From an optimization exercise on the open Yosys and OpenROAD flow, aimed at small area and a short achievable clock period; shortcuts taken in it are not production practice.
At most, simulation tests tie the RTL to the original design; equivalence was not proved.
No driver is modelled on the clock port, so clock power and skew are understated where the tree is cut down; a real chip needs a root buffer or a tree.
No activity file was given, so power comes from the tool's default toggle rates.

## MBF
module MBF(clk, reset, x_valid, x_in, y_valid, z_valid, y, z);
Size: about 29 I/O pins.
export LEC_CHECK = 0
export CAP_MARGIN = 20
export CORE_MARGIN = 2
export CORE_UTILIZATION = 65
export SLEW_MARGIN = 20
export SYNTH_HIERARCHICAL = 1
create_clock -name core_clock -period 12.0 [get_ports {clk}]
standard.sh (not shown) runs the stock make flow with config.mk's settings and CLKGATE_MAP_FILE= SYNTH_SCRIPT=/design/flow/synth_recipe.tcl, a recipe that flattens the netlist after the stock synthesis.
==> flow/flow/run.sh <==
#!/bin/bash
set -e
here=$(cd "$(dirname "$0")" && pwd)
export BUFFER_PORTS_ARGS="-buffer_cell sky130_fd_sc_hd__buf_2"
export POST_SYNTH_TCL="$here/post_synth.tcl"
export CTS_ARGS="-sink_clustering_enable -repair_clock_nets -dont_use_dummy_load -sink_clustering_size 32 -sink_clustering_max_diameter 100 -sink_clustering_buffer sky130_fd_sc_hd__clkbuf_16"
bash standard.sh > standard.log 2>&1
==> flow/flow/post_synth.tcl <==
# The delay line's polarity-flipping next-state cells come out of ABC at drive
# strength 2; they drive one flip-flop each and are far from critical.
foreach inst [get_cells *] {
  set m [get_property $inst ref_name]
  if {$m eq "sky130_fd_sc_hd__o2bb2ai_2"} {
    replace_cell $inst sky130_fd_sc_hd__o2bb2ai_1
  } elseif {$m eq "sky130_fd_sc_hd__a2bb2oi_2"} {
    replace_cell $inst sky130_fd_sc_hd__a2bb2oi_1
  }
}
The starting point finished clean.
==> next run, changes <==
==> flow/flow/run.sh (replaced) <==
#!/bin/bash
set -e
export BUFFER_PORTS_ARGS="-buffer_cell sky130_fd_sc_hd__buf_2"
bash standard.sh > standard.log 2>&1
Settings changed: CTS_CLUSTER_SIZE from default to 30.
removed: flow/flow/post_synth.tcl
Outcome: The new run produced a clean layout. Via count rises by 3.1%. Maximum frequency falls by 0.60%. Worst hold slack barely changes. Worst setup slack degrades by 0.020 ns.
==> next run, changes <==
Settings changed: CTS_BUF_LIST from default to sky130_fd_sc_hd__clkbuf_8, CTS_CLUSTER_SIZE 30 to 24.
Result: The new run completed with no timing, DRC or antenna violations; power falls by 0.82%; design area stays flat; global-route usage rises by 0.34 points.
==> next run, changes <==
Settings changed: CORE_UTILIZATION 65 to 40, CTS_BUF_LIST sky130_fd_sc_hd__clkbuf_8 to default, CTS_CLUSTER_SIZE 24 to default.
=> The changed run produced a clean layout. First-iteration DRC count came out lower by 2.6%. Total power is higher by about 3.4%. Worst hold slack loses 0.010 ns. Clock power rose by about 17%. Core utilization came out lower by 27 points. Die area is higher by about 60%. Routed wire length came out lower by about 1.2%. Worst setup slack gains 0.0036 ns.
Function was not checked in any run of this note: the RTL went through the layout flow alone.

Another version of the RTL of MBF (not shown whole).
For scale: ~29 I/O pins, about 11000 sq um of cells after synthesis.
Settings: LEC_CHECK=0, CAP_MARGIN=20, CORE_MARGIN=2, CORE_UTILIZATION=55, SLEW_MARGIN=20, SYNTH_HIERARCHICAL=1; clock period 12.0 ns.
==> flow/flow/run.sh <==
#!/bin/bash
set -e
here=$(cd "$(dirname "$0")" && pwd)
export BUFFER_PORTS_ARGS="-buffer_cell sky130_fd_sc_hd__buf_2"
export POST_SYNTH_TCL="$here/post_synth.tcl"
export CTS_ARGS="-sink_clustering_enable -repair_clock_nets -dont_use_dummy_load -sink_clustering_size 32 -sink_clustering_max_diameter 100 -sink_clustering_buffer sky130_fd_sc_hd__clkbuf_16"
export POST_CTS_TCL="$here/post_cts.tcl"
bash standard.sh > standard.log 2>&1
==> flow/flow/post_cts.tcl <==
set block [ord::get_db_block]
foreach inst [$block getInsts] {
  if {[$inst getName] ne "clkbuf_0_clk"} { continue }
  set in_net [[$inst findITerm A] getNet]
  set out_net [[$inst findITerm X] getNet]
  set loads {}
  foreach it [$out_net getITerms] {
    if {[$it getInst] ne $inst} { lappend loads $it }
  }
  if {[llength $loads] > 4} {
    puts "post_cts: root buffer drives [llength $loads] loads, kept"
    break
  }
  foreach it $loads {
    $it disconnect
    $it connect $in_net
  }
  [$inst findITerm A] disconnect
  [$inst findITerm X] disconnect
  odb::dbInst_destroy $inst
  odb::dbNet_destroy $out_net
  puts "post_cts: removed root buffer, clock port drives [llength $loads] buffers"
}
estimate_parasitics -placement
report_clock_min_period
==> flow/flow/post_synth.tcl <==
# The delay line's polarity-flipping next-state cells come out of ABC at drive
# strength 2; they drive one flip-flop each and are far from critical.
foreach inst [get_cells *] {
  set m [get_property $inst ref_name]
  if {$m eq "sky130_fd_sc_hd__o2bb2ai_2"} {
    replace_cell $inst sky130_fd_sc_hd__o2bb2ai_1
  } elseif {$m eq "sky130_fd_sc_hd__a2bb2oi_2"} {
    replace_cell $inst sky130_fd_sc_hd__a2bb2oi_1
  }
}
Rerun with:
CORE_UTILIZATION = 65   (was 55)
After rerunning: Sequential power is about the same. Power grows by 0.62%. Critical path depth is unchanged. Design area shrinks by 0.56%. Routed wire length falls by about 1.7%. Global-route usage increases by 2.9 points. Count of clock-buffer cells in the layout does not change. Cell count drops by about 4.4%. Area after synthesis stays the same. Worst hold slack improved by 0.0034 ns.
No functional check of the RTL was part of any run of this note.

Another version of the RTL of MBF (not shown whole).
Size: roughly 750 cells after synthesis, roughly 29 I/O pins, roughly 11,000 um2 of cells after synthesis.
==> flow/config.mk <==
export PLATFORM = sky130hd
export DESIGN_NAME = MBF
export DESIGN_NICKNAME = MBF
export VERILOG_FILES = /design/flow/design.v
export SDC_FILE = /design/flow/constraint.sdc
export NUM_CORES = 4
export LEC_CHECK = 0
export CAP_MARGIN = 20
export CORE_MARGIN = 2
export CORE_UTILIZATION = 65
export SLEW_MARGIN = 20
export SYNTH_HIERARCHICAL = 1
==> flow/constraint.sdc <==
create_clock -name core_clock -period 12.0 [get_ports {clk}]
set_input_delay 2.4000 -clock core_clock [delete_from_list [all_inputs] [get_ports {clk}]]
set_output_delay 2.4000 -clock core_clock [all_outputs]
set_load 0.01 [all_outputs]
==> flow/flow/run.sh <==
#!/bin/bash
set -e
here=$(cd "$(dirname "$0")" && pwd)
export BUFFER_PORTS_ARGS="-buffer_cell sky130_fd_sc_hd__buf_2"
export POST_SYNTH_TCL="$here/post_synth.tcl"
export CTS_ARGS="-sink_clustering_enable -repair_clock_nets -dont_use_dummy_load -sink_clustering_size 24 -sink_clustering_max_diameter 80 -sink_clustering_buffer sky130_fd_sc_hd__clkbuf_16"
export POST_CTS_TCL="$here/post_cts.tcl"
bash standard.sh > standard.log 2>&1
Scripts as last shown in full above: flow/flow/post_cts.tcl, flow/flow/post_synth.tcl
Change:
==> flow/flow/run.sh (replaced) <==
#!/bin/bash
set -e
here=$(cd "$(dirname "$0")" && pwd)
export BUFFER_PORTS_ARGS="-buffer_cell sky130_fd_sc_hd__buf_2"
export POST_SYNTH_TCL="$here/post_synth.tcl"
export CTS_ARGS="-sink_clustering_enable -repair_clock_nets -dont_use_dummy_load -sink_clustering_size 32 -sink_clustering_max_diameter 100 -sink_clustering_buffer sky130_fd_sc_hd__clkbuf_16"
export POST_CTS_TCL="$here/post_cts.tcl"
bash standard.sh > standard.log 2>&1
- CORE_UTILIZATION: 65 -> 75
- cell count fell by 3.9%
- fmax is about the same
- area after synthesis does not change
- global-route usage rose by 4.0 points
- flip-flop and latch count does not change
- setup slack hardly moves
- routed wire length fell by 0.33%
- clock skew rose by 0.024 ns
Change:
--- a/flow/flow/post_cts.tcl
+++ b/flow/flow/post_cts.tcl
@@ -25,0 +26,15 @@
+
+# Output-side drive: the flip-flops that drive output ports get drive
+# strength 2 and the output port buffers buf_4.
+foreach inst [$block getInsts] {
+  set name [$inst getName]
+  set m [[$inst getMaster] getName]
+  if {$m eq "sky130_fd_sc_hd__dfxtp_1" && [regexp {^(y_r|z_r|v3)} $name]} {
+    $inst swapMaster [[ord::get_db] findMaster sky130_fd_sc_hd__dfxtp_2]
+  }
+  if {$m eq "sky130_fd_sc_hd__buf_2" && [regexp {^output} $name]} {
+    $inst swapMaster [[ord::get_db] findMaster sky130_fd_sc_hd__buf_4]
+  }
+}
+detailed_placement
+estimate_parasitics -placement
- CORE_UTILIZATION: 75 -> 65
After rerunning:
- critical path depth came out lower by 8
- global-route usage came out lower by 4.5 points
- worst setup slack hardly moves
- register-to-register slack hardly moves
- die area came out higher by 15%
- fmax stays flat
- design area came out higher by 1.0%
- hold slack degrades by 0.018 ns
- final cell count came out higher by 3.8%
- sequential power came out higher by about 0.8%
Change:
--- a/flow/flow/post_cts.tcl
+++ b/flow/flow/post_cts.tcl
@@ -26,15 +25,0 @@
-
-# Output-side drive: the flip-flops that drive output ports get drive
-# strength 2 and the output port buffers buf_4.
-foreach inst [$block getInsts] {
-  set name [$inst getName]
-  set m [[$inst getMaster] getName]
-  if {$m eq "sky130_fd_sc_hd__dfxtp_1" && [regexp {^(y_r|z_r|v3)} $name]} {
-    $inst swapMaster [[ord::get_db] findMaster sky130_fd_sc_hd__dfxtp_2]
-  }
-  if {$m eq "sky130_fd_sc_hd__buf_2" && [regexp {^output} $name]} {
-    $inst swapMaster [[ord::get_db] findMaster sky130_fd_sc_hd__buf_4]
-  }
-}
-detailed_placement
-estimate_parasitics -placement
The new run completed with no timing, DRC or antenna violations.
Wire length rose by 0.37%.
Non-clock buffer count is unchanged.
Critical path depth is unchanged.
Change:
--- a/flow/flow/run.sh
+++ b/flow/flow/run.sh
@@ -7 +6,0 @@
-export POST_CTS_TCL="$here/post_cts.tcl"
removed: flow/flow/post_cts.tcl
The changed run passed the timing, DRC and antenna checks. Core utilization increases by 0.16 points. Wire length is about the same. Synthesized cell count does not change. Die area stays the same. Design area hardly moves. Global-route usage increases by 0.13 points. Hold slack hardly moves. Critical path depth does not change. Via count stays flat. Synthesized area stays the same. Total power increases slightly.

==> re-timing with driven ports <==
The flow's constraints put no driver on any port. The routed layouts listed below were extracted and timed again, unchanged, in two steps.
Step 1: set_driving_cell puts a clkbuf_16 on clk and a buf_2 on each other input, an assumption about the parent block.
Step 2 also shifts input and output timing later by t, the mid clock arrival at the registers, as if the neighbouring blocks saw the same clock.
Slacks: ideal ports / drivers / drivers and shift; pairs: ideal ports / drivers.
run | t, ns | setup slack, ns | hold WS [ns]
the first run of note 1 | 0.499 | 8.675 / 8.627 / 8.871 | 0.362 / 0.362 / 0.362
the second run of note 1 | 0.546 | 8.654 / 8.607 / 8.868 | 0.364 / 0.364 / 0.364
the third run of note 1 | 0.550 | 8.632 / 8.592 / 8.809 | 0.362 / 0.362 / 0.362
the fourth run of note 1 | 0.553 | 8.635 / 8.589 / 8.864 | 0.352 / 0.352 / 0.352
the first run of note 2 | 0.375 | 8.780 / 8.722 / 8.960 | 0.357 / 0.357 / 0.357
the second run of note 2 | 0.378 | 8.801 / 8.743 / 8.995 | 0.361 / 0.361 / 0.361
the first run of note 3 | 0.379 | 8.803 / 8.753 / 8.803 | 0.356 / 0.356 / 0.356
the second run of note 3 | 0.372 | 8.801 / 8.771 / 8.801 | 0.374 / 0.374 / 0.374
the third run of note 3 | 0.379 | 8.802 / 8.743 / 8.813 | 0.356 / 0.356 / 0.356
the fourth run of note 3 | 0.380 | 8.805 / 8.746 / 8.819 | 0.354 / 0.354 / 0.354
the fifth run of note 3 | 0.500 | 8.671 / 8.627 / 8.819 | 0.356 / 0.356 / 0.356
After both steps setup and hold are still met in every run listed.
